Background: an optimization exercise with open tools, aiming at small area, a short achievable clock period and few clock cycles per item. Do not read the settings as production practice. Function was checked by simulation only, so behaviour that the tests miss may differ from the original. No driver is modelled on the clock port, so clock power and skew are understated where the tree is cut down; a real chip needs a root buffer or a tree. Power is estimated from default activity; no workload was simulated.

run A:
Design main, start of the top module:
module main(
	input rst_i,
	input clk_i,
	input [7 : 0] a_in,
	input [7 : 0] b_in,
	output busy_out,
	output [15 : 0] y_out
);
export LEC_CHECK = 0
export CAP_MARGIN = 20
export CORE_AREA = 2.5 2.5 59.5 59.5
export DIE_AREA = 0 0 62 62
export PLACE_DENSITY = 0.95
export SLEW_MARGIN = 20
create_clock -name core_clock -period 5.0 [get_ports {clk_i}]
standard.sh (not shown) runs the stock make flow with config.mk's settings and CLKGATE_MAP_FILE= SYNTH_SCRIPT=/design/flow/synth_recipe.tcl, a recipe that flattens the netlist after the stock synthesis.
==> flow/flow/run.sh <==
#!/bin/bash
# Own flow: the standard layout (standard.sh) with these changes:
#  - the port buffers are the smallest buffer (buf_1);
#  - the one tie cell of the netlist drives all constant outputs
#    (SKIP_REPAIR_TIE_FANOUT);
#  - CTS (CTS_ARGS) adds no dummy load, and after it the root clock buffer
#    drives all flip-flops, with the leaf buffers under it removed
#    (flow/one_clkbuf.tcl), so every register's clock arrives alike.
# make's output goes to standard.log, each ORFS step's log to orfs/logs/.
set -euo pipefail
here=$(pwd)
bash standard.sh "SYNTH_NETLIST_FILES=$here/flow/netlist.v" \
  "BUFFER_PORTS_ARGS=-buffer_cell sky130_fd_sc_hd__buf_1" \
  SKIP_REPAIR_TIE_FANOUT=1 "POST_CTS_TCL=$here/flow/one_clkbuf.tcl" \
  "CTS_ARGS=-sink_clustering_enable -sink_clustering_size 50 -sink_clustering_max_diameter 500 -repair_clock_nets -dont_use_dummy_load -root_buf sky130_fd_sc_hd__clkbuf_4 -buf_list sky130_fd_sc_hd__clkbuf_4" finish > standard.log 2>&1
Other scripts of this flow, unchanged in this note and not shown: flow/flow/netlist.v, flow/flow/one_clkbuf.tcl
Testbench counts of run A, summed over its fixed seeds: cycles 2,400, items 2,400.
## Diff of input files: run B against run A
diff --git a/flow/config.mk b/flow/config.mk
--- a/flow/config.mk
+++ b/flow/config.mk
@@ -10,3 +10,2 @@
 export DIE_AREA = 0 0 62 62
-export PLACE_DENSITY = 0.95
 export SLEW_MARGIN = 20
### Flow results
- No stage failed in run B, and the final checks on the layout all came back clean.
- Summary of the comparison: first-iteration DRC count is higher in run B, relative to run A.
- Against run A, run B comes in about 3% lower on via count.
- From run A to run B the numbers moved as follows: wire length saw a decrease; total power fell by 1.8%.
- [compare] base=run A new=run B: initial core utilization comparable; global-route usage now smaller; switching power share of the total now smaller; fmax now larger.
- Looking at run A and run B, the worst hold margin is a wash.
- The higher count of filler cells inserted in the layout came out of run A.
The following lists how run C was set up differently from run B:
diff --git a/flow/config.mk b/flow/config.mk
--- a/flow/config.mk
+++ b/flow/config.mk
@@ -10,2 +10,3 @@
 export DIE_AREA = 0 0 62 62
+export PLACE_DENSITY = 0.9
 export SLEW_MARGIN = 20
## What came out
- Between run B and run C, the cell area does not differ in any meaningful way.
- Changes observed in run C relative to run B: number of cell rows shows no meaningful change, total power went up 0.40%, global-route usage now sits lower.

---

The RTL this note starts from:
==> flow/design.v <==
`timescale 1ns / 1ps
module mult;
endmodule
`timescale 1ns / 1ps
module cbrt (
	input [7 : 0] b,
	output [2 : 0] g
);
    assign g = (b >= 8'd217) ? 3'd7 :
               (b >= 8'd216) ? 3'd6 :
               (b >= 8'd125) ? 3'd5 :
               (b >= 8'd64)  ? 3'd4 :
               (b >= 8'd27)  ? 3'd3 :
               (b >= 8'd8)   ? 3'd2 :
               (b != 8'd0)   ? 3'd1 : 3'd0;
endmodule
`timescale 1ns / 1ps
module main(
	input rst_i,
	input clk_i,
	input [7 : 0] a_in,
	input [7 : 0] b_in,
	output busy_out,
	output [15 : 0] y_out
);
    wire [2:0] g;
    cbrt cbrt1(.b(b_in), .g(g));
    wire [9:0] t = {2'b00, a_in} + {1'b0, a_in, 1'b0};     
    wire [4:0] s = {1'b0, t[3:0]} + {1'b0, g, 1'b0};        
    reg [5:0] q;
    reg e;
    reg [3:0] lo;
    always @(posedge clk_i)
        if (rst_i) begin
            q <= t[9:4];
            e <= s[4];
            lo <= s[3:0];
        end
    assign busy_out = 1'b0;
    assign y_out = {6'd0, q + {5'd0, e}, lo};
endmodule
clock: 5.0 ns
lec_check: 0
cap_margin: 20
core_area: 2.5 2.5 59.5 59.5
die_area: 0 0 62 62
slew_margin: 20
==> flow/flow/netlist.v <==
module main(rst_i, clk_i, a_in, b_in, busy_out, y_out);
  input rst_i;
  wire rst_i;
  input clk_i;
  wire clk_i;
  input [7:0] a_in;
  wire [7:0] a_in;
  input [7:0] b_in;
  wire [7:0] b_in;
  output busy_out;
  wire busy_out;
  output [15:0] y_out;
  wire [15:0] y_out;
  wire cb__00_;
  wire cb__01_;
  wire cb__02_;
  wire cb__03_;
  wire cb__04_;
  wire cb__05_;
  wire cb__06_;
  wire cb__07_;
  wire cb__08_;
  wire e;
  wire g0;
  wire g1;
  wire g2;
  wire n10_nand2;
  wire n11_nor2;
  wire n12_o21ai;
  wire n1_xor2;
  wire n2_xor2;
  wire n3_nand2;
  wire n4_xnor2;
  wire n5_and2;
  wire n6_o21a;
  wire n7_a21oi;
  wire n8_xor2;
  wire n9_xnor2;
  wire o10_nor2;
  wire o12_nand4;
  wire o13_nor2;
  wire o2_nand2;
  wire o4_nor2b;
  wire o6_nand2;
  wire o7_nor2;
  wire o9_nand3;
  wire q0;
  wire q1;
  wire q2;
  wire q3;
  wire q4;
  wire q5;
  wire qd0;
  wire qd1;
  wire qd2;
  wire qd3;
  wire qd4;
  wire qd5;
  wire t3__00_;
  wire t3__01_;
  wire t3__02_;
  wire t3__03_;
  wire t3__04_;
  wire t3__05_;
  wire t3__06_;
  wire t3__07_;
  wire t3__08_;
  wire t3__09_;
  wire t3__10_;
  wire t3__11_;
  wire t3__12_;
  wire t3__13_;
  wire t3__14_;
  wire t3__15_;
  wire t3__16_;
  wire t3__17_;
  wire t3__18_;
  wire t3__19_;
  wire tr1;
  wire tr2;
  wire tr3;
  wire const0;
  sky130_fd_sc_hd__a21o_1 u0 (.A1(b_in[1]), .A2(b_in[0]), .B1(b_in[2]), .X(cb__00_));
  sky130_fd_sc_hd__a31oi_1 u1 (.A1(b_in[3]), .A2(b_in[4]), .A3(cb__00_), .B1(b_in[7]), .Y(cb__01_));
  sky130_fd_sc_hd__o211ai_1 u2 (.A1(b_in[1]), .A2(b_in[0]), .B1(b_in[5]), .C1(b_in[2]), .Y(cb__02_));
  sky130_fd_sc_hd__and4_1 u3 (.A(b_in[3]), .B(b_in[6]), .C(b_in[4]), .D(cb__02_), .X(cb__03_));
  sky130_fd_sc_hd__o21bai_1 u4 (.A1(b_in[3]), .A2(b_in[4]), .B1_N(b_in[7]), .Y(cb__04_));
  sky130_fd_sc_hd__or3_1 u5 (.A(b_in[2]), .B(b_in[1]), .C(b_in[0]), .X(cb__05_));
  sky130_fd_sc_hd__a21oi_1 u6 (.A1(cb__04_), .A2(cb__05_), .B1(b_in[5]), .Y(cb__06_));
  sky130_fd_sc_hd__or2_0 u7 (.A(b_in[6]), .B(b_in[7]), .X(g2));
  sky130_fd_sc_hd__xor2_1 u8 (.A(b_in[6]), .B(b_in[7]), .X(cb__07_));
  sky130_fd_sc_hd__o22ai_1 u9 (.A1(cb__01_), .A2(cb__03_), .B1(cb__06_), .B2(cb__07_), .Y(g0));
  sky130_fd_sc_hd__a21oi_1 u10 (.A1(b_in[3]), .A2(b_in[4]), .B1(b_in[5]), .Y(cb__08_));
  sky130_fd_sc_hd__a21oi_1 u11 (.A1(cb__04_), .A2(cb__08_), .B1(cb__07_), .Y(g1));
  sky130_fd_sc_hd__clkinv_1 u12 (.A(a_in[7]), .Y(t3__00_));
  sky130_fd_sc_hd__clkinv_1 u13 (.A(a_in[5]), .Y(t3__01_));
  sky130_fd_sc_hd__clkinv_1 u14 (.A(a_in[3]), .Y(t3__02_));
  sky130_fd_sc_hd__a21oi_1 u15 (.A1(a_in[1]), .A2(a_in[0]), .B1(a_in[2]), .Y(t3__03_));
  sky130_fd_sc_hd__nor2_1 u16 (.A(t3__02_), .B(t3__03_), .Y(t3__04_));
  sky130_fd_sc_hd__nor2_1 u17 (.A(a_in[4]), .B(t3__04_), .Y(t3__05_));
  sky130_fd_sc_hd__nor2_1 u18 (.A(t3__01_), .B(t3__05_), .Y(t3__06_));
  sky130_fd_sc_hd__nor2_1 u19 (.A(a_in[6]), .B(t3__06_), .Y(t3__07_));
  sky130_fd_sc_hd__nor2_1 u20 (.A(t3__00_), .B(t3__07_), .Y(qd5));
  sky130_fd_sc_hd__xor2_1 u21 (.A(a_in[1]), .B(a_in[0]), .X(tr1));
  sky130_fd_sc_hd__nand2_1 u22 (.A(a_in[2]), .B(a_in[1]), .Y(t3__08_));
  sky130_fd_sc_hd__nand2_1 u23 (.A(t3__08_), .B(t3__02_), .Y(t3__09_));
  sky130_fd_sc_hd__nand2_1 u24 (.A(t3__09_), .B(a_in[4]), .Y(t3__10_));
  sky130_fd_sc_hd__nand2_1 u25 (.A(t3__10_), .B(t3__01_), .Y(t3__11_));
  sky130_fd_sc_hd__a21oi_1 u26 (.A1(t3__11_), .A2(a_in[6]), .B1(a_in[7]), .Y(t3__12_));
  sky130_fd_sc_hd__nor2_1 u27 (.A(t3__12_), .B(qd5), .Y(qd4));
  sky130_fd_sc_hd__a21oi_1 u28 (.A1(a_in[6]), .A2(t3__11_), .B1(t3__07_), .Y(t3__13_));
  sky130_fd_sc_hd__xor2_1 u29 (.A(a_in[7]), .B(t3__13_), .X(qd3));
  sky130_fd_sc_hd__o21ai_0 u30 (.A1(t3__01_), .A2(t3__05_), .B1(t3__11_), .Y(t3__14_));
  sky130_fd_sc_hd__xnor2_1 u31 (.A(a_in[6]), .B(t3__14_), .Y(qd2));
  sky130_fd_sc_hd__o21ai_0 u32 (.A1(a_in[4]), .A2(t3__04_), .B1(t3__10_), .Y(t3__15_));
  sky130_fd_sc_hd__xor2_1 u33 (.A(t3__01_), .B(t3__15_), .X(qd1));
  sky130_fd_sc_hd__o21ai_0 u34 (.A1(t3__02_), .A2(t3__03_), .B1(t3__09_), .Y(t3__16_));
  sky130_fd_sc_hd__xnor2_1 u35 (.A(a_in[4]), .B(t3__16_), .Y(qd0));
  sky130_fd_sc_hd__a21oi_1 u36 (.A1(a_in[2]), .A2(a_in[1]), .B1(t3__03_), .Y(t3__17_));
  sky130_fd_sc_hd__xor2_1 u37 (.A(a_in[3]), .B(t3__17_), .X(tr3));
  sky130_fd_sc_hd__clkinv_1 u38 (.A(a_in[1]), .Y(t3__18_));
  sky130_fd_sc_hd__nor2_1 u39 (.A(a_in[0]), .B(t3__18_), .Y(t3__19_));
  sky130_fd_sc_hd__xor2_1 u40 (.A(a_in[2]), .B(t3__19_), .X(tr2));
  sky130_fd_sc_hd__xor2_1 u41 (.A(tr1), .B(g0), .X(n1_xor2));
  sky130_fd_sc_hd__xor2_1 u42 (.A(tr2), .B(g1), .X(n2_xor2));
  sky130_fd_sc_hd__nand2_1 u43 (.A(tr1), .B(g0), .Y(n3_nand2));
  sky130_fd_sc_hd__xnor2_1 u44 (.A(n2_xor2), .B(n3_nand2), .Y(n4_xnor2));
  sky130_fd_sc_hd__and2_0 u45 (.A(tr2), .B(g1), .X(n5_and2));
  sky130_fd_sc_hd__o21a_1 u46 (.A1(tr2), .A2(g1), .B1(tr1), .X(n6_o21a));
  sky130_fd_sc_hd__a21oi_1 u47 (.A1(n6_o21a), .A2(g0), .B1(n5_and2), .Y(n7_a21oi));
  sky130_fd_sc_hd__xor2_1 u48 (.A(tr3), .B(g2), .X(n8_xor2));
  sky130_fd_sc_hd__xnor2_1 u49 (.A(n8_xor2), .B(n7_a21oi), .Y(n9_xnor2));
  sky130_fd_sc_hd__nand2_1 u50 (.A(tr3), .B(g2), .Y(n10_nand2));
  sky130_fd_sc_hd__nor2_1 u51 (.A(tr3), .B(g2), .Y(n11_nor2));
  sky130_fd_sc_hd__o21ai_1 u52 (.A1(n11_nor2), .A2(n7_a21oi), .B1(n10_nand2), .Y(n12_o21ai));
  sky130_fd_sc_hd__xor2_1 u53 (.A(q0), .B(e), .X(y_out[4]));
  sky130_fd_sc_hd__nand2_2 u54 (.A(q0), .B(e), .Y(o2_nand2));
  sky130_fd_sc_hd__xnor2_1 u55 (.A(q1), .B(o2_nand2), .Y(y_out[5]));
  sky130_fd_sc_hd__nor2b_1 u56 (.A(o2_nand2), .B_N(q1), .Y(o4_nor2b));
  sky130_fd_sc_hd__xor2_1 u57 (.A(q2), .B(o4_nor2b), .X(y_out[6]));
  sky130_fd_sc_hd__nand2_1 u58 (.A(q1), .B(q2), .Y(o6_nand2));
  sky130_fd_sc_hd__nor2_1 u59 (.A(o2_nand2), .B(o6_nand2), .Y(o7_nor2));
  sky130_fd_sc_hd__xor2_1 u60 (.A(q3), .B(o7_nor2), .X(y_out[7]));
  sky130_fd_sc_hd__nand3_1 u61 (.A(q1), .B(q2), .C(q3), .Y(o9_nand3));
  sky130_fd_sc_hd__nor2_1 u62 (.A(o2_nand2), .B(o9_nand3), .Y(o10_nor2));
  sky130_fd_sc_hd__xor2_1 u63 (.A(q4), .B(o10_nor2), .X(y_out[8]));
  sky130_fd_sc_hd__nand4_1 u64 (.A(q1), .B(q2), .C(q3), .D(q4), .Y(o12_nand4));
  sky130_fd_sc_hd__nor2_1 u65 (.A(o2_nand2), .B(o12_nand4), .Y(o13_nor2));
  sky130_fd_sc_hd__xor2_1 u66 (.A(q5), .B(o13_nor2), .X(y_out[9]));
  sky130_fd_sc_hd__edfxtp_1 \lo[0]$_DFFE_PP_  (.CLK(clk_i), .D(a_in[0]), .DE(rst_i), .Q(y_out[0]));
  sky130_fd_sc_hd__edfxtp_1 \lo[1]$_DFFE_PP_  (.CLK(clk_i), .D(n1_xor2), .DE(rst_i), .Q(y_out[1]));
  sky130_fd_sc_hd__edfxtp_1 \lo[2]$_DFFE_PP_  (.CLK(clk_i), .D(n4_xnor2), .DE(rst_i), .Q(y_out[2]));
  sky130_fd_sc_hd__edfxtp_1 \lo[3]$_DFFE_PP_  (.CLK(clk_i), .D(n9_xnor2), .DE(rst_i), .Q(y_out[3]));
  sky130_fd_sc_hd__edfxtp_1 \e$_DFFE_PP_  (.CLK(clk_i), .D(n12_o21ai), .DE(rst_i), .Q(e));
  sky130_fd_sc_hd__edfxtp_1 \q[0]$_DFFE_PP_  (.CLK(clk_i), .D(qd0), .DE(rst_i), .Q(q0));
  sky130_fd_sc_hd__edfxtp_1 \q[1]$_DFFE_PP_  (.CLK(clk_i), .D(qd1), .DE(rst_i), .Q(q1));
  sky130_fd_sc_hd__edfxtp_1 \q[2]$_DFFE_PP_  (.CLK(clk_i), .D(qd2), .DE(rst_i), .Q(q2));
  sky130_fd_sc_hd__edfxtp_1 \q[3]$_DFFE_PP_  (.CLK(clk_i), .D(qd3), .DE(rst_i), .Q(q3));
  sky130_fd_sc_hd__edfxtp_1 \q[4]$_DFFE_PP_  (.CLK(clk_i), .D(qd4), .DE(rst_i), .Q(q4));
  sky130_fd_sc_hd__edfxtp_1 \q[5]$_DFFE_PP_  (.CLK(clk_i), .D(qd5), .DE(rst_i), .Q(q5));
  sky130_fd_sc_hd__conb_1 tie0 (.LO(const0));
  sky130_fd_sc_hd__buf_4 cbuf10 (.A(const0), .X(y_out[10]));
  sky130_fd_sc_hd__buf_4 cbuf11 (.A(const0), .X(y_out[11]));
  sky130_fd_sc_hd__buf_4 cbuf12 (.A(const0), .X(y_out[12]));
  sky130_fd_sc_hd__buf_4 cbuf13 (.A(const0), .X(y_out[13]));
  sky130_fd_sc_hd__buf_4 cbuf14 (.A(const0), .X(y_out[14]));
  sky130_fd_sc_hd__buf_4 cbuf15 (.A(const0), .X(y_out[15]));
  sky130_fd_sc_hd__buf_4 cbufb (.A(const0), .X(busy_out));
endmodule
Scripts as last shown in full above: flow/flow/run.sh
Other scripts of this flow, unchanged in this note and not shown: flow/flow/one_clkbuf.tcl
Testbench counts at the start, summed over its fixed seeds: cycles 2,400, items 2,400.
Rerun with:
--- a/flow/flow/netlist.v
+++ b/flow/flow/netlist.v
@@ -40 +40 @@
-  wire o12_nand4;
+  wire o12_nand2;
@@ -43,4 +43,4 @@
-  wire o4_nor2b;
-  wire o6_nand2;
-  wire o7_nor2;
-  wire o9_nand3;
+  wire o4_nand3;
+  wire o6_nand4;
+  wire o8_nand4;
+  wire o9_inv;
@@ -137 +137 @@
-  sky130_fd_sc_hd__nand2_2 u54 (.A(q0), .B(e), .Y(o2_nand2));
+  sky130_fd_sc_hd__nand2_1 u54 (.A(q0), .B(e), .Y(o2_nand2));
@@ -139,7 +139,7 @@
-  sky130_fd_sc_hd__nor2b_1 u56 (.A(o2_nand2), .B_N(q1), .Y(o4_nor2b));
-  sky130_fd_sc_hd__xor2_1 u57 (.A(q2), .B(o4_nor2b), .X(y_out[6]));
-  sky130_fd_sc_hd__nand2_1 u58 (.A(q1), .B(q2), .Y(o6_nand2));
-  sky130_fd_sc_hd__nor2_1 u59 (.A(o2_nand2), .B(o6_nand2), .Y(o7_nor2));
-  sky130_fd_sc_hd__xor2_1 u60 (.A(q3), .B(o7_nor2), .X(y_out[7]));
-  sky130_fd_sc_hd__nand3_1 u61 (.A(q1), .B(q2), .C(q3), .Y(o9_nand3));
-  sky130_fd_sc_hd__nor2_1 u62 (.A(o2_nand2), .B(o9_nand3), .Y(o10_nor2));
+  sky130_fd_sc_hd__nand3_1 u56 (.A(q0), .B(q1), .C(e), .Y(o4_nand3));
+  sky130_fd_sc_hd__xnor2_1 u57 (.A(q2), .B(o4_nand3), .Y(y_out[6]));
+  sky130_fd_sc_hd__nand4_1 u58 (.A(q0), .B(q1), .C(q2), .D(e), .Y(o6_nand4));
+  sky130_fd_sc_hd__xnor2_1 u59 (.A(q3), .B(o6_nand4), .Y(y_out[7]));
+  sky130_fd_sc_hd__nand4_1 u60 (.A(q0), .B(q1), .C(q2), .D(q3), .Y(o8_nand4));
+  sky130_fd_sc_hd__inv_1 u61 (.A(e), .Y(o9_inv));
+  sky130_fd_sc_hd__nor2_1 u62 (.A(o8_nand4), .B(o9_inv), .Y(o10_nor2));
@@ -147,2 +147,2 @@
-  sky130_fd_sc_hd__nand4_1 u64 (.A(q1), .B(q2), .C(q3), .D(q4), .Y(o12_nand4));
-  sky130_fd_sc_hd__nor2_1 u65 (.A(o2_nand2), .B(o12_nand4), .Y(o13_nor2));
+  sky130_fd_sc_hd__nand2_1 u64 (.A(q4), .B(e), .Y(o12_nand2));
+  sky130_fd_sc_hd__nor2_1 u65 (.A(o8_nand4), .B(o12_nand2), .Y(o13_nor2));
Result: Design area barely changes. Synthesized area came out lower slightly. Global-route usage barely changes. Die area is unchanged. Wire length came out higher by a few percent.

[re-timing with driven ports]
The flow's constraints put no driver on any port. The routed layouts listed below were extracted and timed again, unchanged, in two steps.
Step 1 sets driving cells, clkbuf_16 on the clock port and buf_2 on the other inputs (assumed; they add their load-dependent delay and slew).
Step 2 moves the port delays by t, midway between the first and last clock arrival at a register: inputs arrive t later, outputs are due t later. That takes back most of the time a late clock gives input paths.
a / b / c = ideal ports / drivers / drivers and shift; a / b = the first two.
| run | shift t [ns] | setup slack, ns | worst setup path after step 2 | clock arrival spread, ns |
|---|---|---|---|---|
| run A | 0.178 | 2.800 / 2.783 / 2.693 | input to register | 0.000 / 0.001 |
| run B | 0.168 | 2.833 / 2.817 / 2.663 | input to register | 0.001 / 0.000 |
| run C | 0.179 | 2.799 / 2.776 / 2.686 | input to register | 0.000 / 0.000 |
| the first run of note 2 | 0.170 | 2.813 / 2.808 / 2.639 | input to register | 0.001 / 0.001 |
| the second run of note 2 | 0.173 | 2.822 / 2.809 / 2.644 | input to register | 0.000 / 0.000 |
After both steps every run listed still meets setup and hold. For the second run of note 2, which loses most, drivers alone change the setup slack by -0.013 ns; drivers and shift together by -0.178 ns.
